Context: an optimization exercise on an open-source flow, tuned for small area and a short achievable clock period. The choices shown serve that exercise and are no tape-out recipe. The RTL was checked by simulation tests, not by an equivalence proof against the original design. No activity file was given, so power comes from the tool's default toggle rates.

===== flow/run.sh =====
#!/bin/bash
# synth_recipe.tcl (not shown) runs the flow's synth.tcl, then flattens the netlist and writes it again
# the make line also repeats each setting of config.mk as NAME=value (left out here)
make -C /OpenROAD-flow-scripts/flow DESIGN_CONFIG=/design/flow/config.mk WORK_HOME=/design/flow/orfs CLKGATE_MAP_FILE= SYNTH_SCRIPT=/design/flow/synth_recipe.tcl finish

===== flow/config.mk =====
export PLATFORM = sky130hd
export DESIGN_NAME = kgp_risc
export DESIGN_NICKNAME = kgp_risc
export VERILOG_FILES = /design/flow/design.v
export SDC_FILE = /design/flow/constraint.sdc
export NUM_CORES = 4
export LEC_CHECK = 0
export CAP_MARGIN = 20
export CORE_MARGIN = 2
export CORE_UTILIZATION = 55
export PLACE_DENSITY = 0.7
export SETUP_SLACK_MARGIN = 4
export SLEW_MARGIN = 20
export SYNTH_HIERARCHICAL = 1

===== flow/constraint.sdc =====
create_clock -name core_clock -period 12.5 [get_ports {clk}]
set_input_delay 2.5000 -clock core_clock [delete_from_list [all_inputs] [get_ports {clk}]]
set_output_delay 2.5000 -clock core_clock [all_outputs]
set_load 0.01 [all_outputs]

===== flow/design.v =====
`timescale 1ns / 1ps
module kgp_risc(
	input [31:0] instr,
	input [31:0] doutd,
	input start,
	input clk,
	output reg [31:0] PC,
	output [31:0] DA,
	output [31:0] write_data,
	output [3:0] wea,
	output reg stop
	);
	wire [5:0] op = instr[31:26];
	wire [4:0] rs = instr[25:21];
	wire [4:0] rt = instr[20:16];
	wire [3:0] func = instr[3:0];
	wire [31:0] imm = {{16{instr[15]}}, instr[15:0]};
	wire [31:0] label = {{6{instr[25]}}, instr[25:0]};
	wire is_r = (op == 6'b000000);
	wire is_addi = (op == 6'b000100);
	wire is_compi = (op == 6'b000101);
	wire is_lw = (op == 6'b000010);
	wire is_sw = (op == 6'b000011);
	wire is_call = (op == 6'b000110);
	wire is_ret = (op == 6'b000111);
	wire is_b = (op == 6'b010000);
	wire is_br = (op == 6'b010001);
	wire is_cond = (op[5:4] == 2'b01) && ((op[3:1] == 3'b001) || (op[3:1] == 3'b010) ||
			(op[3:1] == 3'b011) || (op[3:1] == 3'b100));
	reg [31:0] register [0:31];
	wire [1023:0] regs_flat;
	genvar g;
	generate for (g = 0; g < 32; g = g + 1) begin : flat
		assign regs_flat[32*g +: 32] = register[g];
	end endgenerate
	wire [31:0] A, B;
	rf_read RA(.sel(32'b1 << rs), .regs(regs_flat), .out(A));
	rf_read RB(.sel(32'b1 << rt), .regs(regs_flat), .out(B));
	assign write_data = A;
	add32 DADD(.a(B), .b(imm), .s(DA));
	wire [31:0] res;
	wire c_n, v_n, upd_cv, upd_zs;
	alu_core ALU(.is_r(is_r), .is_addi(is_addi), .is_compi(is_compi), .func(func),
		.shamt(instr[10:6]), .A(A), .B(B), .imm(imm), .res(res), .c_n(c_n), .v_n(v_n),
		.upd_cv(upd_cv), .upd_zs(upd_zs));
	reg carryflag, zflag, overflowflag, signflag;
	always @(posedge clk) begin
		if (!start) begin
			carryflag <= 1'b0;
			zflag <= 1'b0;
			overflowflag <= 1'b0;
			signflag <= 1'b0;
		end else begin
			if (upd_cv) begin
				carryflag <= c_n;
				overflowflag <= v_n;
			end
			if (upd_zs) begin
				zflag <= (res == 32'b0);
				signflag <= res[31];
			end
		end
	end
	wire [31:0] pc_4;
	inc30 PCINC(.a(PC), .s(pc_4));
	wire wr_rs = is_r || is_addi || is_compi || is_lw;
	wire [31:0] wdata = is_lw ? doutd : (is_call ? pc_4 : res);
	wire [31:0] wd = start ? wdata : 32'b0;
	integer k;
	always @(posedge clk) begin
		for (k = 0; k < 32; k = k + 1)
			if (!start || (wr_rs && rs == k) || (is_call && k == 31))
				register[k] <= wd;
	end
	wire lt12, lt23, lt34;
	lt32 C12(.a(register[1]), .b(register[2]), .lt(lt12));
	lt32 C23(.a(register[2]), .b(register[3]), .lt(lt23));
	lt32 C34(.a(register[3]), .b(register[4]), .lt(lt34));
	always @(posedge clk)
		stop <= lt12 && lt23 && lt34;
	reg flag_sel;
	always @(*) begin
		case (op[3:1])
			3'b001: flag_sel = zflag;
			3'b010: flag_sel = carryflag;
			3'b011: flag_sel = signflag;
			default: flag_sel = overflowflag;
		endcase
	end
	wire taken = is_cond && (flag_sel ^ op[0]);
	always @(posedge clk) begin
		if (!start)
			PC <= 32'b0;
		else if (is_b || is_call || taken)
			PC <= label;
		else if (is_br)
			PC <= A;
		else if (is_ret)
			PC <= register[31];
		else
			PC <= pc_4;
	end
	assign wea = {4{start && is_sw}};
endmodule
module rf_read(
	input [31:0] sel,
	input [1023:0] regs,
	output reg [31:0] out
	);
	integer j;
	always @(*) begin
		out = 32'b0;
		for (j = 0; j < 32; j = j + 1)
			out = out | ({32{sel[j]}} & regs[32*j +: 32]);
	end
endmodule
module add32(
	input [31:0] a,
	input [31:0] b,
	output [31:0] s
	);
	assign s = a + b;
endmodule
module inc30(
	input [31:0] a,
	output [31:0] s
	);
	assign s = {a[31:2] + 30'd1, a[1:0]};
endmodule
module lt32(
	input [31:0] a,
	input [31:0] b,
	output lt
	);
	assign lt = a < b;
endmodule
module alu_core(
	input is_r,
	input is_addi,
	input is_compi,
	input [3:0] func,
	input [4:0] shamt,
	input [31:0] A,
	input [31:0] B,
	input [31:0] imm,
	output [31:0] res,
	output c_n,
	output v_n,
	output upd_cv,
	output upd_zs
	);
	wire r_add = is_r && (func == 4'd0);
	wire r_neg = is_r && (func == 4'd1);
	wire r_and = is_r && (func == 4'd2);
	wire r_xor = is_r && (func == 4'd3);
	wire r_sh = is_r && (func >= 4'd4) && (func <= 4'd9);
	wire neg = r_neg || is_compi;
	wire [31:0] y = is_r ? B : imm;
	wire [31:0] ax = neg ? 32'b0 : A;
	wire [31:0] ay = neg ? ~y : y;
	wire [32:0] sum = {1'b0, ax} + {1'b0, ay} + {32'b0, neg};
	assign c_n = sum[32];
	assign v_n = (A[31] == y[31]) && (sum[31] != A[31]);
	wire [31:0] sh_out;
	shifter SH(.func(func), .shamt(shamt), .A(A), .B(B), .out(sh_out));
	wire use_sum = r_add || r_neg || is_addi || is_compi;
	assign res = ({32{use_sum}} & sum[31:0]) |
			({32{r_and}} & (A & B)) |
			({32{r_xor}} & (A ^ B)) |
			({32{r_sh}} & sh_out);
	assign upd_cv = r_add || is_addi;
	assign upd_zs = r_add || r_neg || r_and || r_xor || r_sh || is_addi || is_compi;
endmodule
module shifter(
	input [3:0] func,
	input [4:0] shamt,
	input [31:0] A,
	input [31:0] B,
	output reg [31:0] out
	);
	wire sh_var = (func == 4'd6) || (func == 4'd7) || (func == 4'd9);
	wire sh_left = (func == 4'd4) || (func == 4'd6);
	wire sh_arith = (func == 4'd8) || (func == 4'd9);
	wire [4:0] amt = sh_var ? B[4:0] : shamt;
	wire big = sh_var && (|B[31:5]);
	wire fill = sh_arith && A[31];
	reg [31:0] sh_in;
	integer i;
	always @(*) begin
		for (i = 0; i < 32; i = i + 1)
			sh_in[i] = sh_left ? A[31-i] : A[i];
	end
	wire [63:0] sh_wide = {{32{fill}}, sh_in} >> amt;
	wire [31:0] sh_r = big ? {32{fill}} : sh_wide[31:0];
	always @(*) begin
		for (i = 0; i < 32; i = i + 1)
			out[i] = sh_left ? sh_r[31-i] : sh_r[i];
	end
endmodule

==> results.py, run 1 <==
metrics = {
    "power": {
        "clock_power_share_pct": 34.2,
        "switching_power_mw": 2.70,
        "max-vdd-ir-drop_uv": 127,
        "p_int_mw": 6.49,
        "seqPwrFrac_pct": 45.7,
        "switching_share_pct": 29.3,
        "power.density_nw_per_um2": 136,
        "p_leak_nw": 23.9,
        "p_comb_share_pct": 20.1,
    },
    "critical_path": {
        "start_kind": "input pin",
        "worstPathArrival_ps": 6670,
        "crit_fanout": 16,
        "startpoint": "instr[20]",
        "r2r-start": "register[3][15]",
        "cp_num_buf_inv": 5,
        "crit_family": "simple AND/OR/NAND/NOR gates",
        "critical_path.max_stage_delay_ps": 630,
        "required_ps": 10000,
        "cp_common_cell": "buf_6",
        "cp-end-kind": "output port",
        "cpMaxStageDelayCell": "or4_4",
        "path_class": "input pin to output port",
        "critical_path.cell_chain": "buf_6 -> nand3b_1 -> buf_6 -> nor2_4 -> bufbuf_16 -> a22oi_1 -> nand4_1 -> or4_4 -> ha_2 -> nand2_1 -> a21o_1 -> a22oi_4 -> a311oi_4 -> buf_4 -> o311a_1 -> or3_1 -> buf_6",
    },
    "sta": {
        "timing.final.ws_setup_ps": 3330,
        "finClkSkew_ps": 54.3,
        "min_period_ps": 9170,
        "max_freq_ghz": 0.109,
        "timing.setup.tns_ps": 0,
        "rsz0062_at_grt": "yes",
        "hold_violations": 0,
        "hold_slack_ps": 481,
        "layout_worst_path_cycle_share_pct": 73.3,
        "relSlewSlack_pct": 18.2,
        "drv_slew": 0,
        "tightest_slew_ps": 1230,
        "finalSetupViolCount": 0,
    },
    "drt": {
        "final_antenna_net_count": 0,
        "drt_wl_total_mm": 240,
        "via_per_inst": 7.62,
        "drtIter0Drc": 9468,
        "drc_errors": 0,
        "vias": 49700,
        "dr.pass1.iters": 7,
        "wl_per_cell_um": 36.9,
    },
    "floorplan": {
        "rows": 118,
        "die_width_um": 327,
        "dieArea_um2": 107000,
        "core_area_um2": 103000,
        "die_y_um": 327,
        "io_pins": 167,
        "start_util_pct": 55.5,
    },
    "synthesis": {
        "syn-instance-count": 4799,
        "ys_seq_area_share_pct": 54.9,
        "synth-async-reset-ratio_pct": 0,
        "ys_types": 112,
        "yosysWarnings": 11,
        "synth_edf_count": 1024,
        "syn_area_um2": 57400,
        "synth-seq-cells": 1061,
        "ys.flop_type": "edfxtp_1",
        "avgSynthCellArea_um2": 12.0,
        "synth_fp_nets": 5055,
    },
    "placement": {
        "dp_cells": 6171,
        "dp.final_hpwl_mm": 158,
        "globalplace.congestion": 1.03,
        "pre_cts_slack_ps": 1690,
        "numPortBuffers": 166,
    },
    "global_route": {
        "antenna_found_initial": 10,
        "grt_pass1_vias": 46200,
        "grtUsageTotal_pct": 43.6,
        "grt_pass1_wl_mm": 336,
        "grt_max_degree": 72,
        "grt_overflow": 0,
    },
    "cells_and_area": {
        "finalNonFillerCells": 6518,
        "synthToLayoutAreaGrowth_pct": 17.6,
        "drive_gt1_share_pct": 18.0,
        "fin_nets": 5301,
        "nFillCells": 7661,
    },
    "worst_hold_path": {
        "hp-class": "flip-flop to flip-flop",
        "min-delay-start": "zflag",
    },
    "clocking": {
        "postCtsHoldBufs": 0,
        "numCtsBuffers": 106,
        "clock_path_buffers": 3,
        "clkTransAtPathRegs_ps": 60,
        "cts_root_buffer": "clkbuf_16",
        "clock_latency_ps": 730,
        "htreeDepth": 3,
        "cts_tree": "done",
        "clock_sinks": 1061,
    },
    "outcome": {
        "status": "timing/DRC/antenna clean",
    },
    "job": {
        "maxCapViolCount": 0,
    },
}
## synth_stat cells (18+ instances only)
cell,n,area [um^2]
a211o_1,19,166
clkbuf_1,182,683
dfxtp_1,37,741
a22oi_1,1044,7840
a21o_1,50,375
nand4_1,290,1810
mux2i_1,150,1500
inv_1,115,432
nor4_1,20,125
nor3_1,33,165
buf_2,97,485
o211ai_1,54,405
o221ai_1,32,280
xor2_1,65,569
xnor2_1,50,438
nand3_1,129,646
ha_1,188,2350
buf_4,18,135
buf_6,43,484
nand2_1,245,920
o21ai_1,35,175
o21a_1,18,135
a211oi_1,23,173
a21oi_1,120,601
edfxtp_1,1024,30700
o211a_1,35,350
and2_1,39,244
o21ai_0,111,556
nor2_1,157,589
nand2b_1,25,156
or4_1,67,503
## metal layers
layer	wire, um	track usage, %
met5	222	0.843
met4	17200	25.1
met3	35500	13.6
met2	104000	65.4
met1	83200	55.9
## per-stage QoR
step	cell area (um^2)	util [%]	power, mW
finish	67500	65.2	9.19
global route	67500	65.2	9.39
CTS	66600	64.4	9.02
detailed placement	60900	58.8	5.83
global placement	60800	58.8	5.82
floorplan	57400	-	5.11
## per-module statistics from Yosys (local to each module, per instance)
module    copies in the design  cells inside
add32                        1           241
alu_core                     1           492
inc30                        1            83
kgp_risc                     1          1596
lt32                         3           108
rf_read                      2           768
shifter                      1           527
## cell usage in the layout (no fill, tap or decap), types with 18 or more instances in the layout
| master | n |
|---|---|
| clkbuf_1 | 27 |
| clkdlybuf4s50_1 | 126 |
| clkinv_1 | 18 |
| buf_6 | 24 |
| nand3_1 | 122 |
| o211ai_1 | 54 |
| o221ai_1 | 29 |
| inv_1 | 115 |
| clkbuf_16 | 107 |
| o21ai_0 | 103 |
| or4_1 | 19 |
| nor2_1 | 90 |
| a21o_1 | 50 |
| xor2_1 | 62 |
| buf_12 | 31 |
| ha_1 | 160 |
| a21oi_1 | 102 |
| a211oi_1 | 19 |
| nand2_1 | 236 |
| nor3_1 | 27 |
| a211o_1 | 19 |
| nand2b_1 | 21 |
| a22oi_2 | 43 |
| edfxtp_1 | 1024 |
| or4_4 | 47 |
| nor2_2 | 53 |
| buf_4 | 249 |
| and2_1 | 38 |
| nand4_1 | 290 |
| a22oi_1 | 1004 |
| clkinv_2 | 26 |
| dfxtp_1 | 37 |
| buf_2 | 23 |
| o21ai_4 | 33 |
| mux2i_1 | 148 |
| xnor2_1 | 42 |
| ha_4 | 23 |
## what timing repair did
| item | in CTS | in global routing |
|---|---|---|
| hold endpoints to repair | 0 | 0 |
| pin swaps | 91 | 107 |
| setup buffers | 88 | 40 |
| gates cloned | 15 | 1 |
| setup endpoints to repair | 1092 | 896 |
| gates resized for setup | 394 | 135 |
## worst min-delay path: stages (launching register included)
cell      delay, ps
dfxtp_1         310
nand2b_1         70
a21boi_1         60
## worst paths after layout
path	endpoint	slack [ps]	depth (start not counted)
max	DA[31]	3330	17
min	zflag	480	2
min reg2reg	zflag	480	2
max reg2reg	register[16][29]	5900	19
## sequential cells by signal, summed over array words and instances (netlist names)
name / count
register: 1024
PC: 32
carryflag: 1
overflowflag: 1
signflag: 1
stop: 1
zflag: 1
## power by group through the flow
stage	logic, mW	registers (mW)	clock network (mW)
finish	1.84	4.20	3.14
global route	1.91	4.21	3.27
CTS	1.69	4.19	3.13
detailed placement	1.57	4.26	0
global placement	1.56	4.26	0
floorplan	0.882	4.23	0
## cells by family after synthesis
kind of cell	count (synthesis)	share of synthesized area, %
buf+inv	464	3.93
simple gates	1116	10.6
mux	168	3.09
fa+ha+maj	190	4.17
xor+xnor	115	1.75
compound gates	1685	21.6
flops	1061	54.9
## layout make-up
cell class | count | area [um^2] | share of cell area (%)
Clock inverter | 65 | 574 | 0.851
Timing Repair Buffer | 486 | 4800 | 7.10
Sequential cell | 1061 | 31500 | 46.6
Inverter | 115 | 432 | 0.639
Tap cell | 1380 | 1730 | 2.56
Clock buffer | 134 | 2780 | 4.12
Antenna cell | 2 | 5.00 | 0.00741
Multi-Input combinational cell | 3275 | 25700 | 38.1
==> run 2: changes to the inputs <==
--- a/flow/design.v
+++ b/flow/design.v
@@ -105,14 +105,31 @@
 module rf_read(
 	input [31:0] sel,
 	input [1023:0] regs,
-	output reg [31:0] out
-	);
-	integer j;
-	always @(*) begin
-		out = 32'b0;
-		for (j = 0; j < 32; j = j + 1)
-			out = out | ({32{sel[j]}} & regs[32*j +: 32]);
-	end
+	output [31:0] out
+	);
+	genvar b, g;
+	generate for (b = 0; b < 32; b = b + 1) begin : bits
+		wire [10:0] y;
+		for (g = 0; g < 10; g = g + 1) begin : grp
+			aoi222 u(.a1(sel[3*g]), .a2(regs[32*(3*g) + b]),
+				.b1(sel[3*g+1]), .b2(regs[32*(3*g+1) + b]),
+				.c1(sel[3*g+2]), .c2(regs[32*(3*g+2) + b]), .y(y[g]));
+		end
+		aoi22 u10(.a1(sel[30]), .a2(regs[32*30 + b]), .b1(sel[31]), .b2(regs[32*31 + b]), .y(y[10]));
+		assign out[b] = ~&y;
+	end endgenerate
+endmodule
+module aoi222(
+	input a1, a2, b1, b2, c1, c2,
+	output y
+	);
+	assign y = ~((a1 & a2) | (b1 & b2) | (c1 & c2));
+endmodule
+module aoi22(
+	input a1, a2, b1, b2,
+	output y
+	);
+	assign y = ~((a1 & a2) | (b1 & b2));
 endmodule
 module add32(
 	input [31:0] a,
--- a/flow/config.mk
+++ b/flow/config.mk
@@ -12,3 +12,4 @@
 export SETUP_SLACK_MARGIN = 4
 export SLEW_MARGIN = 20
 export SYNTH_HIERARCHICAL = 1
+export TNS_END_PERCENT = 5
==> results.py, run 2 <==
metrics = {
    "synthesis": {
        "synth_fp_nets": 4513,
        "ys.flop_type": "edfxtp_1",
        "synth_edf_count": 1024,
        "yosysWarnings": 10,
        "synth_adder_area_share_pct": 4.30,
        "synth-xor-area-share_pct": 1.73,
        "muxShareOfSynthArea_pct": 3.24,
        "synth_top_family_by_area": "compound AO/OA/AOI/OAI gates",
        "synth-seq-cells": 1061,
        "synth-async-reset-ratio_pct": 0,
        "syn-instance-count": 4257,
        "synth_most_common_cell": "edfxtp_1",
        "synth-simple-area-share_pct": 10.2,
        "ys_types": 119,
        "yosysTopAreaCellShare_pct": 55.2,
        "yosys-top-cells-area": "edfxtp_1 55%, a222oi_1 12%, ha_1 4.2%",
        "synth-compound-area-share_pct": 21.6,
        "synth_top_cell_by_area": "edfxtp_1",
        "ys_seq_area_share_pct": 56.6,
        "synthTopCellsByCount": "1024 x edfxtp_1, 641 x a222oi_1, 247 x nand2_1, 191 x nand3_1, 188 x ha_1",
        "syn_area_um2": 55700,
        "avgSynthCellArea_um2": 13.1,
    },
    "placement": {
        "globalplace.congestion": 1.04,
        "dp.final_hpwl_mm": 151,
        "numPortBuffers": 166,
        "dp_cells": 5736,
    },
    "worst_hold_path": {
        "holdPathStages": 2,
        "min-delay-start": "zflag",
        "hp-class": "flip-flop to flip-flop",
        "worst_hold_path.endpoint": "zflag",
    },
    "global_route": {
        "grt_pass1_wl_mm": 333,
        "grtUsageTotal_pct": 45.2,
        "grt_overflow": 0,
        "antenna_found_initial": 13,
        "grt_max_degree": 66,
        "grt_pass1_vias": 45100,
    },
    "clocking": {
        "clock_sinks": 1061,
        "htreeDepth": 3,
        "numCtsBuffers": 101,
        "cts_tree": "done",
        "clock_path_buffers": 3,
        "clkTransAtPathRegs_ps": 70,
        "clock_latency_ps": 720,
        "cts_root_buffer": "clkbuf_16",
        "postCtsHoldBufs": 0,
    },
    "critical_path": {
        "r2r-start": "register[12][1]",
        "cpMaxStageDelayCell": "or3_4",
        "ff2ff_setup_slack_ps": 5630,
        "cp-end-kind": "output port",
        "start_kind": "input pin",
        "cp_common_cell": "a211o_1",
        "crit_fanout": 6,
        "critical_path.cell_chain": "buf_8 -> or3b_4 -> nor2_4 -> buf_12 -> buf_6 -> a222oi_1 -> nand4_1 -> or3_4 -> ha_4 -> nand4_4 -> a21o_1 -> a211o_1 -> a2111o_1 -> a211o_1 -> o311ai_2 -> buf_2",
        "worstReg2RegEnd": "register[0][16]",
        "reg2reg_depth": 16,
        "worstPathArrival_ps": 6730,
        "critical_path.max_stage_delay_ps": 630,
        "crit_family": "compound AO/OA/AOI/OAI gates",
        "path_class": "input pin to output port",
        "cp_num_buf_inv": 4,
        "required_ps": 10000,
    },
    "cells_and_area": {
        "finalNonFillerCells": 6106,
        "fin_nets": 4972,
        "largestRegisters": "register (1024), PC (32)",
        "drive_gt1_share_pct": 18.9,
        "layout_common_cells": "1024 x edfxtp_1, 641 x a222oi_1, 273 x buf_4",
        "largest_reg_flops": 1024,
        "final_common_cell": "edfxtp_1",
        "register_area_um2": 31500,
        "synthToLayoutAreaGrowth_pct": 18.8,
        "multi_input_area_um2": 24600,
        "top_register": "register",
        "nFillCells": 7280,
    },
    "sta": {
        "relSlewSlack_pct": 15.0,
        "hold_slack_ps": 494,
        "finalSetupViolCount": 0,
        "tightest_slew_ps": 1280,
        "rsz0062_at_grt": "yes",
        "hold_violations": 0,
        "min_period_ps": 9230,
        "finClkSkew_ps": 52.0,
        "layout_worst_path_cycle_share_pct": 73.9,
        "drv_slew": 0,
        "timing.setup.tns_ps": 0,
        "max_freq_ghz": 0.108,
    },
    "power": {
        "power.density_nw_per_um2": 137,
        "max-vdd-ir-drop_uv": 158,
        "p_leak_nw": 23.7,
    },
    "drt": {
        "dr.pass1.iters": 14,
        "drt_wl_total_mm": 241,
        "drtIter0Drc": 12400,
        "wl_per_cell_um": 39.5,
        "via_per_inst": 8.10,
        "vias": 49400,
        "drc_errors": 0,
        "final_antenna_net_count": 0,
    },
    "floorplan": {
        "io_pins": 167,
        "start_util_pct": 55.6,
        "dieArea_um2": 104000,
        "rows": 116,
        "die_width_um": 322,
        "core_area_um2": 100000,
        "die_y_um": 322,
    },
    "outcome": {
        "status": "timing/DRC/antenna clean",
    },
    "job": {
        "maxCapViolCount": 0,
    },
}
-- run 2: changes by cell type in the layout (fill, tap and decap cells not counted), sizes merged, moves of 7 or more --
cell           previous run  this run
buf                     337       356
a22oi                  1048        87
nand3                   131       193
nor2                    158       176
diode                     2        17
or3                      10        73
inv                     119       126
or4                      67         6
a222oi                    1       641
nand4                   291       161
clkdlybuf4s50           126       133
clkbuf                  139       119
-- run 2: worst max path at each step --
stage / start / to / slack [ps] / cells past startpoint
2_1_floorplan: instr[16] / DA[30] / 3960 / 14
3_3_place_gp: instr[22] / register[16][26] / 1930 / 21
3_5_place_dp: instr[22] / register[0][26] / 1820 / 21
4_1_cts: instr[16] / DA[18] / 3520 / 17
5_1_grt: instr[16] / DA[30] / 3310 / 16
6_report: instr[16] / DA[25] / 3270 / 16
-- run 2: metrics by stage --
step | worst slack [ps] | utilization [%] | instance area (um^2) | power, mW
global placement | 1930 | 60.0 | 60100 | 5.84
detailed placement | 1820 | 60.0 | 60100 | 5.86
CTS | 3520 | 65.6 | 65700 | 8.90
finish | 3270 | 66.0 | 66100 | 9.05
floorplan | 3960 | - | 55900 | 5.14
global route | 3310 | 66.0 | 66100 | 9.23
-- run 2: cells by family after synthesis --
group | count (synthesis)
compound gates | 1375
xor+xnor | 110
fa+ha+maj | 190
buf+inv | 276
flops | 1061
mux | 171
simple gates | 1074
-- run 2: final cells by class --
cell class / instances / share of cell area, %
antenna: 17 / 0.0643
tap: 1298 / 2.46
clock inverter: 60 / 0.897
inverter: 120 / 0.681
multi-input combinational: 2931 / 37.2
timing repair buffer: 501 / 7.21
sequential: 1061 / 47.6
clock buffer: 118 / 3.92
-- run 2: where the power goes --
group	switching, mW	internal (mW)
Clock	1.39	1.62
Sequential	0.116	4.07
Combinational	1.18	0.661
-- run 2: timing repair --
item | CTS | global route
resized for setup | 340 | 38
setup buffers | 128 | 27
pin swaps | 199 | 29
gates cloned | 20 | 0
endpoints found under the setup margin | 1092 | 1077
-- run 2: worst register-to-register path, stage by stage, from the launching register on --
cell and delay (ps):
edfxtp_1 400, a222oi_1 380, nand4_1 410, or3_4 590, buf_4 200, nor3b_2 220, o21a_1 680, nor2_1 470
mux2_2 450, o211a_1 210, o21ai_0 620, a2bb2oi_1 160, nand2_1 140, o221ai_1 360, mux2i_1 460, nand2_1 100
o211a_1 550
-- run 2: routing by layer --
layer	global-route usage, %	wire length, um	vias up	part of all wire (%)
li1	-	-	19600	-
met1	56.6	76600	23600	32
met2	65.6	100000	5089	42
met3	15.9	42200	1092	18
met4	31.9	21800	14	9.1
met5	0	113	-	0.047
-- run 2: modules after synthesis (local to each module, per instance), excerpt --
module    flops+latches  area (um^2)  cells inside  copies in the design
alu_core              0         3750           492                     1
inc30                 0          581            83                     1
rf_read               0          761           128                     2
aoi22                 0         12.5             1                    64
add32                 0         2050           275                     1
aoi222                0         10.0             1                   640
lt32                  0          777           108                     3
==> run 3: changes to the inputs <==
==> flow/flow/run.sh (new file) <==
#!/bin/bash
# Own layout flow: the standard synthesis, then the standard layout
# with two changes: ports are buffered with plain buffer cells instead of the
# delay cells the resizer picks by default, and delay cells are not used.
set -euo pipefail
DU="sky130_fd_sc_hd__probe_p_8 sky130_fd_sc_hd__probec_p_8 sky130_fd_sc_hd__lpflow_bleeder_1 sky130_fd_sc_hd__lpflow_clkbufkapwr_1 sky130_fd_sc_hd__lpflow_clkbufkapwr_16 sky130_fd_sc_hd__lpflow_clkbufkapwr_2 sky130_fd_sc_hd__lpflow_clkbufkapwr_4 sky130_fd_sc_hd__lpflow_clkbufkapwr_8 sky130_fd_sc_hd__lpflow_clkinvkapwr_1 sky130_fd_sc_hd__lpflow_clkinvkapwr_16 sky130_fd_sc_hd__lpflow_clkinvkapwr_2 sky130_fd_sc_hd__lpflow_clkinvkapwr_4 sky130_fd_sc_hd__lpflow_clkinvkapwr_8 sky130_fd_sc_hd__lpflow_decapkapwr_12 sky130_fd_sc_hd__lpflow_decapkapwr_3 sky130_fd_sc_hd__lpflow_decapkapwr_4 sky130_fd_sc_hd__lpflow_decapkapwr_6 sky130_fd_sc_hd__lpflow_decapkapwr_8 sky130_fd_sc_hd__lpflow_inputiso0n_1 sky130_fd_sc_hd__lpflow_inputiso0p_1 sky130_fd_sc_hd__lpflow_inputiso1n_1 sky130_fd_sc_hd__lpflow_inputiso1p_1 sky130_fd_sc_hd__lpflow_inputisolatch_1 sky130_fd_sc_hd__lpflow_isobufsrc_1 sky130_fd_sc_hd__lpflow_isobufsrc_16 sky130_fd_sc_hd__lpflow_isobufsrc_2 sky130_fd_sc_hd__lpflow_isobufsrc_4 sky130_fd_sc_hd__lpflow_isobufsrc_8 sky130_fd_sc_hd__lpflow_isobufsrckapwr_16 sky130_fd_sc_hd__lpflow_lsbuf_lh_hl_isowell_tap_1 sky130_fd_sc_hd__lpflow_lsbuf_lh_hl_isowell_tap_2 sky130_fd_sc_hd__lpflow_lsbuf_lh_hl_isowell_tap_4 sky130_fd_sc_hd__lpflow_lsbuf_lh_isowell_4 sky130_fd_sc_hd__lpflow_lsbuf_lh_isowell_tap_1 sky130_fd_sc_hd__lpflow_lsbuf_lh_isowell_tap_2 sky130_fd_sc_hd__lpflow_lsbuf_lh_isowell_tap_4"
DU="$DU sky130_fd_sc_hd__clkdlybuf4s15_1 sky130_fd_sc_hd__clkdlybuf4s15_2 sky130_fd_sc_hd__clkdlybuf4s18_1 sky130_fd_sc_hd__clkdlybuf4s18_2 sky130_fd_sc_hd__clkdlybuf4s25_1 sky130_fd_sc_hd__clkdlybuf4s25_2 sky130_fd_sc_hd__clkdlybuf4s50_1 sky130_fd_sc_hd__clkdlybuf4s50_2"
DU="$DU sky130_fd_sc_hd__dlygate4sd1_1 sky130_fd_sc_hd__dlygate4sd2_1 sky130_fd_sc_hd__dlygate4sd3_1 sky130_fd_sc_hd__dlymetal6s2s_1 sky130_fd_sc_hd__dlymetal6s4s_1 sky130_fd_sc_hd__dlymetal6s6s_1"
bash standard.sh synth > synth.log 2>&1
bash standard.sh "DONT_USE_CELLS=$DU" "BUFFER_PORTS_ARGS=-buffer_cell sky130_fd_sc_hd__buf_2" finish > layout.log 2>&1
==> flow/standard.sh (new file) <==
#!/bin/bash
# synth_recipe.tcl (not shown) runs the flow's synth.tcl, then flattens the netlist and writes it again
# the make line also repeats each setting of config.mk as NAME=value (left out here)
make -C /OpenROAD-flow-scripts/flow DESIGN_CONFIG=/design/flow/config.mk WORK_HOME=/design/flow/orfs CLKGATE_MAP_FILE= SYNTH_SCRIPT=/design/flow/synth_recipe.tcl "${@:-finish}"
removed: flow/run.sh
==> results.py, run 3 <==
metrics = {
    "cells_and_area": {
        "largest_reg_flops": 1024,
        "finalNonFillerCells": 6205,
        "drive_gt1_share_pct": 20.2,
        "layout_common_cells": "1024 x edfxtp_1, 641 x a222oi_1, 260 x buf_2",
        "postLayoutCellArea_um2": 65400,
        "largestRegisters": "register (1024), PC (32)",
        "nFillCells": 7396,
        "register_area_um2": 31500,
        "top_register": "register",
        "final_common_cell": "edfxtp_1",
        "multi_input_area_um2": 24700,
        "synthToLayoutAreaGrowth_pct": 17.5,
        "fin_nets": 5060,
    },
    "global_route": {
        "grt_max_degree": 89,
        "antenna_found_initial": 21,
        "grtUsageTotal_pct": 47.1,
        "grt_pass1_wl_mm": 347,
        "grt_pass1_vias": 46200,
        "grt_overflow": 0,
    },
    "sta": {
        "max_freq_ghz": 0.106,
        "rsz0062_at_grt": "yes",
        "min_period_ps": 9430,
        "finalSetupViolCount": 0,
        "relSlewSlack_pct": 16.6,
        "timing.setup.tns_ps": 0,
        "layout_worst_path_cycle_share_pct": 75.5,
        "finClkSkew_ps": 47.4,
        "drv_slew": 0,
        "hold_slack_ps": 497,
        "hold_violations": 0,
        "tightest_slew_ps": 1250,
    },
    "critical_path": {
        "cp-end-kind": "output port",
        "required_ps": 10000,
        "worstPathArrival_ps": 6930,
        "r2r-start": "register[3][1]",
        "startpoint": "instr[18]",
        "path_class": "input pin to output port",
        "start_kind": "input pin",
        "crit_fanout": 8,
    },
    "power": {
        "max-vdd-ir-drop_uv": 181,
        "power.density_nw_per_um2": 142,
        "p_leak_nw": 23.6,
        "power.total_mw": 9.32,
    },
    "floorplan": {
        "dieArea_um2": 104000,
        "io_pins": 167,
        "die_y_um": 322,
        "rows": 116,
        "start_util_pct": 55.6,
        "core_area_um2": 100000,
        "die_width_um": 322,
    },
    "synthesis": {
        "avgSynthCellArea_um2": 13.1,
        "synth_top_cell_by_area": "edfxtp_1",
        "ys_seq_area_share_pct": 56.6,
        "ys.flop_type": "edfxtp_1",
        "syn-instance-count": 4257,
        "yosys-top-cells-area": "edfxtp_1 55%, a222oi_1 12%, ha_1 4.2%",
        "synth_most_common_cell": "edfxtp_1",
        "syn_area_um2": 55700,
        "synth-seq-cells": 1061,
        "yosysTopAreaCellShare_pct": 55.2,
        "yosysWarnings": 10,
        "synthTopCellsByCount": "1024 x edfxtp_1, 641 x a222oi_1, 247 x nand2_1, 191 x nand3_1, 188 x ha_1",
        "ys_types": 119,
        "synth_fp_nets": 4513,
        "synth_edf_count": 1024,
        "synth-async-reset-ratio_pct": 0,
    },
    "drt": {
        "vias": 50800,
        "dr.pass1.iters": 14,
        "drc_errors": 0,
        "wl_per_cell_um": 40.8,
        "final_antenna_net_count": 0,
        "drt_wl_total_mm": 253,
        "drtIter0Drc": 13300,
        "via_per_inst": 8.18,
    },
    "job": {
        "maxCapViolCount": 0,
    },
    "worst_hold_path": {
        "hp-class": "flip-flop to flip-flop",
        "min-delay-start": "zflag",
    },
    "placement": {
        "dp_cells": 5737,
        "globalplace.congestion": 1.09,
        "place_area_um2": 58900,
        "dp.final_hpwl_mm": 164,
        "numPortBuffers": 166,
    },
    "clocking": {
        "numCtsBuffers": 103,
        "clkTransAtPathRegs_ps": 70,
        "clock_latency_ps": 720,
        "clock_sinks": 1061,
        "cts_tree": "done",
        "clock_path_buffers": 3,
        "cts_root_buffer": "clkbuf_16",
        "htreeDepth": 3,
    },
    "outcome": {
        "status": "timing/DRC/antenna clean",
    },
}
[run 3: worst max-delay path, cell delays in order]
cell	delay, ps
buf_12	110
nand3b_1	160
buf_1	150
buf_2	190
nor2_4	130
buf_8	200
a222oi_1	340
nand4_1	440
or3_4	560
buf_1	140
ha_1	310
a211oi_2	190
o21a_2	210
buf_1	140
buf_6	110
a21o_4	130
a21oi_4	70
or2_1	280
a311oi_2	340
buf_2	190
[run 3: logic make-up (layout without fill, tap and decap cells)]
group	Yosys count	in the layout	share of synthesized area (%)
and+or+nand+nor	1074	1088	10.2
adders and majority gates	190	190	4.30
other	0	14	0
DFF	1061	1061	56.6
xor gates and xnor gates	110	110	1.73
AOI/OAI and AO/OA	1375	1376	21.6
buffers and inverters	276	897	2.37
muxes	171	171	3.24
[run 3: what timing repair did]
item	in CTS	in global routing
resized for setup	255	73
cloned	15	4
hold endpoints to repair	0	0
pin swaps	174	32
setup endpoints to repair	1069	1035
hold buffers	0	0
setup buffers	185	52
[run 3: path summary, 6_finish.rpt]
check        endpoint  slack, ps  depth (start not counted)
max reg2reg     zflag       5440                         18
min             zflag        500                          2
max            DA[27]       3070                         20
min reg2reg     zflag        500                          2
[run 3: report_power, final]
part | switching (mW) | total (mW) | internal, mW | leakage, nW
Clock | 1.45 | 3.28 | 1.83 | 1.72
Sequential | 0.121 | 4.20 | 4.07 | 10.9
Combinational | 1.26 | 1.84 | 0.583 | 11.0
[run 3: layer usage]
metal	up-vias	track usage [%]	part of all wire, %
met3	1271	18.8	17
met4	18	34.5	10
li1	19800	-	-
met1	24300	58.4	32
met2	5374	66.6	40
met5	-	0	0.050
[run 3: final cells by class]
cell class                 count  share of cell area [%]
antenna                       14                  0.0536
clock buffer                 118                    4.11
clock inverter                76                    1.29
inverter                     120                   0.689
multi-input combinational   2935                    37.7
sequential                  1061                    48.1
tap                         1298                    2.48
timing repair buffer         583                    5.52
[run 3: per-module statistics from Yosys (local to each module, per instance)]
module | cells | cell area [um^2] | times used
shifter | 527 | 3480 | 1
inc30 | 83 | 581 | 1
lt32 | 108 | 777 | 3
add32 | 275 | 2050 | 1
aoi22 | 1 | 12.5 | 64
rf_read | 128 | 761 | 2
aoi222 | 1 | 10.0 | 640
kgp_risc | 1596 | 34700 | 1
alu_core | 492 | 3750 | 1
[run 3: through the flow]
| step | setup WS (ps) | utilization (%) |
|---|---|---|
| after floorplan | 3960 | - |
| after global placement | 2020 | 58.7 |
| after CTS | 3540 | 64.6 |
| after detailed placement | 1900 | 58.8 |
| final | 3070 | 65.3 |
| after global routing | 3160 | 65.3 |
==> run 4: changes to the inputs <==
--- a/flow/design.v
+++ b/flow/design.v
@@ -193,7 +193,7 @@
 	input [4:0] shamt,
 	input [31:0] A,
 	input [31:0] B,
-	output reg [31:0] out
+	output [31:0] out
 	);
 	wire sh_var = (func == 4'd6) || (func == 4'd7) || (func == 4'd9);
 	wire sh_left = (func == 4'd4) || (func == 4'd6);
@@ -201,16 +201,29 @@
 	wire [4:0] amt = sh_var ? B[4:0] : shamt;
 	wire big = sh_var && (|B[31:5]);
 	wire fill = sh_arith && A[31];
-	reg [31:0] sh_in;
-	integer i;
-	always @(*) begin
-		for (i = 0; i < 32; i = i + 1)
-			sh_in[i] = sh_left ? A[31-i] : A[i];
-	end
-	wire [63:0] sh_wide = {{32{fill}}, sh_in} >> amt;
-	wire [31:0] sh_r = big ? {32{fill}} : sh_wide[31:0];
-	always @(*) begin
-		for (i = 0; i < 32; i = i + 1)
-			out[i] = sh_left ? sh_r[31-i] : sh_r[i];
-	end
-endmodule
+	wire fill_n = ~fill;
+	wire [31:0] st [0:7];
+	genvar i, k;
+	generate for (i = 0; i < 32; i = i + 1) begin : rin
+		mxi m(.s(sh_left), .a(A[i]), .b(A[31-i]), .y(st[0][i]));
+	end
+	for (k = 0; k < 5; k = k + 1) begin : stage
+		for (i = 0; i < 32; i = i + 1) begin : b
+			if (i + (1 << k) < 32) begin : m
+				mxi m(.s(amt[k]), .a(st[k][i]), .b(st[k][i + (1 << k)]), .y(st[k+1][i]));
+			end else begin : f
+				mxi m(.s(amt[k]), .a(st[k][i]), .b((k % 2 == 0) ? fill_n : fill), .y(st[k+1][i]));
+			end
+		end
+	end
+	for (i = 0; i < 32; i = i + 1) begin : rout
+		mxi m(.s(sh_left), .a(st[5][i]), .b(st[5][31-i]), .y(st[6][i]));
+		mxi bg(.s(big), .a(st[6][i]), .b(fill_n), .y(out[i]));
+	end endgenerate
+endmodule
+module mxi(
+	input s, a, b,
+	output y
+	);
+	assign y = ~(s ? b : a);
+endmodule
--- a/flow/config.mk
+++ b/flow/config.mk
@@ -7,8 +7,9 @@
 export LEC_CHECK = 0
 export CAP_MARGIN = 20
 export CORE_MARGIN = 2
-export CORE_UTILIZATION = 55
-export PLACE_DENSITY = 0.7
+export CORE_UTILIZATION = 60
+export CTS_CLUSTER_SIZE = 30
+export PLACE_DENSITY = 0.72
 export SETUP_SLACK_MARGIN = 4
 export SLEW_MARGIN = 20
 export SYNTH_HIERARCHICAL = 1
==> results.py, run 4 <==
metrics = {
    "floorplan": {
        "rows": 110,
        "io_pins": 167,
        "core_area_um2": 90400,
        "die_width_um": 307,
        "die_y_um": 307,
        "start_util_pct": 60.8,
        "dieArea_um2": 94000,
    },
    "cells_and_area": {
        "fin_nets": 4886,
        "final_common_cell": "edfxtp_1",
        "layout_common_cells": "1024 x edfxtp_1, 640 x a222oi_1, 392 x mux2i_1",
        "largestRegisters": "register (1024), PC (32)",
        "synthToLayoutAreaGrowth_pct": 18.2,
        "drive_gt1_share_pct": 20.5,
        "largest_reg_flops": 1024,
        "finalNonFillerCells": 5907,
        "nFillCells": 6044,
        "postLayoutCellArea_um2": 64900,
        "top_register": "register",
    },
    "global_route": {
        "grt_pass1_wl_mm": 323,
        "grt_pass1_vias": 44700,
        "grt_overflow": 0,
        "grt_max_degree": 88,
        "antenna_found_initial": 20,
        "grtUsageTotal_pct": 48.1,
    },
    "clocking": {
        "clock_latency_ps": 720,
        "postCtsHoldBufs": 0,
        "cts_root_buffer": "clkbuf_16",
        "clock_path_buffers": 3,
        "clock_sinks": 1061,
        "numCtsBuffers": 105,
        "clkTransAtPathRegs_ps": 50,
        "cts_tree": "done",
        "htreeDepth": 3,
    },
    "synthesis": {
        "synth_edf_count": 1024,
        "synth-async-reset-ratio_pct": 0,
        "synth-seq-cells": 1061,
        "syn_area_um2": 54900,
        "synthTopCellsByCount": "1024 x edfxtp_1, 640 x a222oi_1, 392 x mux2i_1, 188 x ha_1",
        "ys_seq_area_share_pct": 57.3,
        "ys.flop_type": "edfxtp_1",
        "synth_top_cell_by_area": "edfxtp_1",
        "ys_types": 96,
        "yosysTopAreaCellShare_pct": 56.0,
        "yosys-top-cells-area": "edfxtp_1 56%, a222oi_1 12%, mux2i_1 7.1%",
        "avgSynthCellArea_um2": 13.7,
        "synth_fp_nets": 4262,
        "synth_most_common_cell": "edfxtp_1",
        "syn-instance-count": 4006,
        "yosysWarnings": 10,
    },
    "job": {
        "maxCapViolCount": 0,
    },
    "critical_path": {
        "cp-end-kind": "output port",
        "cp_common_cell": "buf_2",
        "crit_family": "simple AND/OR/NAND/NOR gates",
        "crit_fanout": 12,
        "start_kind": "input pin",
        "cp_num_buf_inv": 5,
        "worstPathArrival_ps": 6970,
        "path_class": "input pin to output port",
        "critical_path.max_stage_delay_ps": 670,
        "cpMaxStageDelayCell": "or3_4",
        "critical_path.cell_chain": "buf_12 -> or3b_4 -> clkbuf_2 -> buf_2 -> nor2_4 -> a222oi_1 -> nand4_1 -> or3_4 -> ha_4 -> and3_4 -> a211o_1 -> o311ai_4 -> buf_2 -> o21ai_2 -> a221oi_1 -> nand3_4 -> buf_6",
        "required_ps": 10000,
    },
    "drt": {
        "via_per_inst": 8.16,
        "drt_wl_total_mm": 233,
        "final_antenna_net_count": 0,
        "drtIter0Drc": 12800,
        "wl_per_cell_um": 39.4,
        "vias": 48200,
        "drc_errors": 0,
        "dr.pass1.iters": 17,
    },
    "sta": {
        "relSlewSlack_pct": 14.8,
        "rsz0062_at_grt": "yes",
        "tightest_slew_ps": 1280,
        "min_period_ps": 9470,
        "layout_worst_path_cycle_share_pct": 75.8,
        "max_freq_ghz": 0.106,
        "hold_violations": 0,
        "finClkSkew_ps": 43.0,
        "timing.setup.tns_ps": 0,
        "drv_slew": 0,
        "finalSetupViolCount": 0,
    },
    "placement": {
        "place_area_um2": 58200,
        "globalplace.congestion": 1.06,
        "numPortBuffers": 166,
        "dp_cells": 5389,
        "dp.final_hpwl_mm": 148,
    },
    "outcome": {
        "status": "timing/DRC/antenna clean",
    },
    "power": {
        "max-vdd-ir-drop_uv": 150,
        "p_leak_nw": 23.7,
        "power.density_nw_per_um2": 141,
    },
    "worst_hold_path": {
        "hp-class": "flip-flop to flip-flop",
    },
}
run 4: cell count changes after synthesis, sizes merged, moves of 30 or more:
cell / change
o21ai: -40
nor2: -40
mux2i: +240
nand2: -81
a21oi: -30
buf: -36
run 4: layout make-up:
cell class / instances / area (um^2) / area share [%]
sequential: 1061 / 31500 / 48.5
multi-input combinational: 2741 / 24400 / 37.6
timing repair buffer: 603 / 3690 / 5.69
clock buffer: 129 / 2740 / 4.22
tap: 1176 / 1470 / 2.27
clock inverter: 68 / 669 / 1.03
inverter: 118 / 443 / 0.682
antenna: 11 / 27.5 / 0.0424
run 4: where the power goes:
part           leakage (nW)  internal (mW)  switching (mW)
clock                  1.67           1.80            1.40
combinational          11.2          0.596            1.18
sequential             10.9           4.07           0.117
total                  23.7           6.48            2.70
run 4: final timing paths:
check / start / to / slack (ps) / cells after the start
worst max-delay path: instr[18] / DA[26] / 3030 / 17
worst min-delay path: zflag / zflag / 480 / 2
worst max register to register: register[21][0] / zflag / 5260 / 22
worst min register to register: zflag / zflag / 480 / 2
run 4: logic make-up after synthesis:
family | count (synthesis) | share of synthesized area, %
adders and majority gates | 190 | 4.35
DFF | 1061 | 57.3
muxes | 401 | 7.36
and+or+nand+nor | 869 | 8.53
xor gates and xnor gates | 110 | 1.75
buffers and inverters | 225 | 1.86
AOI/OAI and AO/OA | 1150 | 18.8
run 4: per-layer routing:
layer | routed length [um] | global-route usage (%)
met1 | 74600 | 60.6
met2 | 93300 | 66.7
met3 | 42600 | 20.1
met4 | 22300 | 34.2
met5 | 212 | 0
run 4: metrics by stage:
stage | util, % | total power [mW] | setup WS, ps | hold slack (ps)
3_5_place_dp | 64.3 | 5.74 | 1970 | 471
2_1_floorplan | - | 5.13 | 3960 | 442
4_1_cts | 70.8 | 8.99 | 3490 | 480
5_1_grt | 71.8 | 9.34 | 3090 | 516
3_3_place_gp | 64.3 | 5.73 | 2130 | 462
6_report | 71.8 | 9.17 | 3030 | 483
run 4: what timing repair did:
| action | 4_1_cts | 5_1_grt |
|---|---|---|
| endpoints found under the setup margin | 1082 | 1050 |
| gates resized for setup | 286 | 85 |
| pin swaps | 199 | 85 |
| setup buffers | 196 | 87 |
| gates cloned | 20 | 2 |
run 4: tightest hold or removal path: stages, from the launching register on:
cell and delay (ps):
dfxtp_1 310, nand2b_1 60, a21boi_1 60
run 4: modules after synthesis (local to each module, per instance):
module / copies in the design / cells inside / cell area (um^2) / flops+latches
kgp_risc: 1 / 1596 / 34700 / 1061
alu_core: 1 / 492 / 3750 / 0
add32: 1 / 275 / 2050 / 0
lt32: 3 / 108 / 777 / 0
rf_read: 2 / 128 / 761 / 0
inc30: 1 / 83 / 581 / 0
shifter: 1 / 20 / 203 / 0
aoi22: 64 / 1 / 12.5 / 0
aoi222: 640 / 1 / 10.0 / 0
mxi: 256 / 1 / 10.0 / 0
==> run 5: changes to the inputs <==
--- a/flow/config.mk
+++ b/flow/config.mk
@@ -8,9 +8,10 @@
 export CAP_MARGIN = 20
 export CORE_MARGIN = 2
 export CORE_UTILIZATION = 60
+export CTS_CLUSTER_DIAMETER = 100
 export CTS_CLUSTER_SIZE = 30
 export PLACE_DENSITY = 0.72
-export SETUP_SLACK_MARGIN = 4
+export SETUP_SLACK_MARGIN = 5
 export SLEW_MARGIN = 20
 export SYNTH_HIERARCHICAL = 1
-export TNS_END_PERCENT = 5
+export TNS_END_PERCENT = 10
==> results.py, run 5 <==
metrics = {
    "global_route": {
        "grt_max_degree": 105,
        "grt_overflow": 0,
        "gr-usage-met2_pct": 69.2,
        "antenna_found_initial": 17,
        "grt_busiest_layer": "met2",
        "grt_pass1_vias": 44600,
        "grtUsageTotal_pct": 49.3,
        "use_met1_pct": 62.6,
        "use_met3_pct": 19.4,
        "grt_pass1_wl_mm": 329,
    },
    "synthesis": {
        "syn-instance-count": 4006,
        "ys_types": 96,
        "synthTopCellsByCount": "1024 x edfxtp_1, 640 x a222oi_1, 392 x mux2i_1, 188 x ha_1",
        "synth_fp_nets": 4262,
        "synth_edf_count": 1024,
        "syn_area_um2": 54900,
        "synth_most_common_cell": "edfxtp_1",
        "yosysWarnings": 10,
        "synth_top_cell_by_area": "edfxtp_1",
        "yosys-top-cells-area": "edfxtp_1 56%, a222oi_1 12%, mux2i_1 7.1%",
        "ys_seq_area_share_pct": 57.3,
        "avgSynthCellArea_um2": 13.7,
        "yosysTopAreaCellShare_pct": 56.0,
        "synth-async-reset-ratio_pct": 0,
        "ys.flop_type": "edfxtp_1",
        "synth-seq-cells": 1061,
    },
    "sta": {
        "timing.setup.tns_ps": 0,
        "rsz0062_at_grt": "yes",
        "relSlewSlack_pct": 18.9,
        "max_freq_ghz": 0.108,
        "timing.final.ws_setup_ps": 3230,
        "hold_violations": 0,
        "hold_slack_ps": 481,
        "min_period_ps": 9270,
        "finClkSkew_ps": 82.6,
        "finalSetupViolCount": 0,
        "tightest_slew_ps": 1220,
        "layout_worst_path_cycle_share_pct": 74.2,
        "drv_slew": 0,
    },
    "placement": {
        "dp.final_hpwl_mm": 149,
        "globalplace.congestion": 1.03,
        "place_area_um2": 58300,
        "dp_cells": 5385,
        "numPortBuffers": 166,
        "pre_cts_slack_ps": 2210,
    },
    "cells_and_area": {
        "largest_reg_flops": 1024,
        "layout_common_cells": "1024 x edfxtp_1, 640 x a222oi_1, 392 x mux2i_1",
        "top_register": "register",
        "drive_gt1_share_pct": 21.1,
        "synthToLayoutAreaGrowth_pct": 16.5,
        "postLayoutCellArea_um2": 64000,
        "final_common_cell": "edfxtp_1",
        "finalNonFillerCells": 5867,
        "largestRegisters": "register (1024), PC (32)",
        "final_util_pct": 70.8,
        "fin_nets": 4918,
    },
    "critical_path": {
        "ff2ff_setup_slack_ps": 6140,
        "path_class": "input pin to output port",
        "start_kind": "input pin",
        "crit_fanout": 5,
        "startpoint": "instr[16]",
        "reg2reg_depth": 20,
        "r2r-start": "register[12][2]",
        "cp-end-kind": "output port",
        "worstReg2RegEnd": "register[0][19]",
        "cp-endpoint": "DA[30]",
        "required_ps": 10000,
        "worstPathArrival_ps": 6770,
    },
    "drt": {
        "vias": 48500,
        "final_antenna_net_count": 0,
        "wl_per_cell_um": 41.1,
        "drtIter0Drc": 12200,
        "via_per_inst": 8.27,
        "drc_errors": 0,
        "dr.pass1.iters": 17,
        "drt_wl_total_mm": 241,
    },
    "power": {
        "max-vdd-ir-drop_uv": 166,
        "clock_power_share_pct": 23.3,
        "seqPwrFrac_pct": 53.3,
        "power.density_nw_per_um2": 123,
        "p_int_mw": 5.38,
        "p_comb_share_pct": 23.3,
        "switching_power_mw": 2.47,
        "power.total_mw": 7.85,
        "switching_share_pct": 31.5,
        "p_leak_nw": 23.1,
    },
    "worst_hold_path": {
        "hp-class": "flip-flop to flip-flop",
        "min-delay-start": "zflag",
    },
    "floorplan": {
        "die_width_um": 307,
        "rows": 110,
        "core_area_um2": 90400,
        "dieArea_um2": 94000,
        "io_pins": 167,
        "die_y_um": 307,
        "start_util_pct": 60.8,
    },
    "clocking": {
        "clkTransAtPathRegs_ps": 100,
        "numCtsBuffers": 43,
        "clock_path_buffers": 3,
        "postCtsHoldBufs": 0,
        "clock_latency_ps": 760,
        "htreeDepth": 2,
        "cts_tree": "done",
        "cts_root_buffer": "clkbuf_16",
        "clock_sinks": 1061,
    },
    "job": {
        "maxCapViolCount": 0,
    },
    "outcome": {
        "status": "timing/DRC/antenna clean",
    },
}
## run 5: cell counts after synthesis
No cell type changed its count.
## run 5: what timing repair did
action | CTS | global route
endpoints found under the setup margin | 1092 | 1089
setup buffers | 247 | 109
endpoints found under the hold margin | 0 | 0
gates resized for setup | 320 | 151
pin swaps | 174 | 78
gates cloned | 36 | 8
## run 5: cells by family (layout without fill, tap and decap cells)
logic type,after synthesis,count (layout),share of synthesized area [%]
other cells,0,7,0
compound gates,1150,1167,18.8
xor+xnor,110,110,1.75
mux,401,401,7.36
flops,1061,1061,57.3
fa+ha+maj,190,190,4.35
simple gates,869,894,8.53
buf+inv,225,861,1.86
## run 5: worst min-delay path by stage
| stage | cells after the start | end |
|---|---|---|
| after global placement | 2 | zflag |
| final | 2 | zflag |
| after CTS | 2 | zflag |
| after global routing | 2 | zflag |
| after floorplan | 2 | zflag |
| after detailed placement | 2 | zflag |
## run 5: area by class of cell
type,instances,area [um^2]
flip-flops and latches,1061,31500
fillers,6335,26400
diodes,7,17.5
repair buffers,676,4240
clock inverters,6,133
well taps,1176,1470
clock buffers,61,1160
multi-input cells,2762,25000
inverters,118,443
## run 5: per-layer routing
metal | vias to the layer above | part of all wire (%)
met5 | - | 0.056
met4 | 20 | 10
met3 | 1271 | 18
met2 | 5053 | 40
met1 | 23100 | 32
li1 | 19000 | -
## run 5: power by group through the flow
stage / Sequential (mW) / Combinational, mW / Clock [mW]
after global placement: 4.25 / 1.50 / 0
after detailed placement: 4.26 / 1.51 / 0
after global routing: 4.20 / 1.88 / 1.90
after floorplan: 4.23 / 0.922 / 0
final: 4.18 / 1.83 / 1.83
after CTS: 4.18 / 1.65 / 1.79
## run 5: per-module statistics from Yosys, one instance, submodules excluded
module,cell area [um^2],flip-flops and latches
lt32,777,0
aoi222,10.0,0
mxi,10.0,0
add32,2050,0
shifter,203,0
aoi22,12.5,0
kgp_risc,34700,1061
alu_core,3750,0
inc30,581,0
rf_read,761,0
## run 5: worst max-delay path, stage by stage
cell,delay (ps)
buf_12,110
or3b_4,300
buf_6,130
buf_6,90
nor2_4,50
a222oi_1,570
nand3_1,230
or3_4,510
ha_4,190
fa_2,380
a21o_4,240
a311oi_2,320
or4_4,210
a2111oi_4,70
buf_6,150
or4_4,470
nand4_1,100
buf_2,150

-- what the ideal ports hide --
The flow's constraints put no driver on any port. The routed layouts listed below were extracted and timed again, unchanged, in two steps.
Step 1: set_driving_cell puts a clkbuf_16 on clk and a buf_2 on each other input, an assumption about the parent block.
Step 2 moves the port delays by t, midway between the first and last clock arrival at a register: inputs arrive t later, outputs are due t later. That takes back most of the time a late clock gives input paths.
Three values: ideal, step 1, step 2; two values: the first two.
| run | t (ns) | setup WS [ns] | worst hold slack (ns) | pins driven straight from the clock port |
|---|---|---|---|---|
| run 1 | 0.768 | 3.333 / 3.219 / 2.936 | 0.481 / 0.481 / 0.481 | 1 |
| run 2 | 0.764 | 3.266 / 3.133 / 2.439 | 0.494 / 0.494 / 0.494 | 1 |
| run 3 | 0.770 | 3.067 / 2.863 / 2.285 | 0.497 / 0.497 / 0.497 | 1 |
| run 4 | 0.768 | 3.026 / 2.831 / 2.505 | 0.483 / 0.483 / 0.483 | 1 |
| run 5 | 0.792 | 3.229 / 3.032 / 3.032 | 0.481 / 0.481 / 0.481 | 1 |
After both steps setup and hold are still met in every run listed. The setup slack of run 2, which loses most, moves by -0.133 ns with the drivers and by -0.827 ns with both steps.
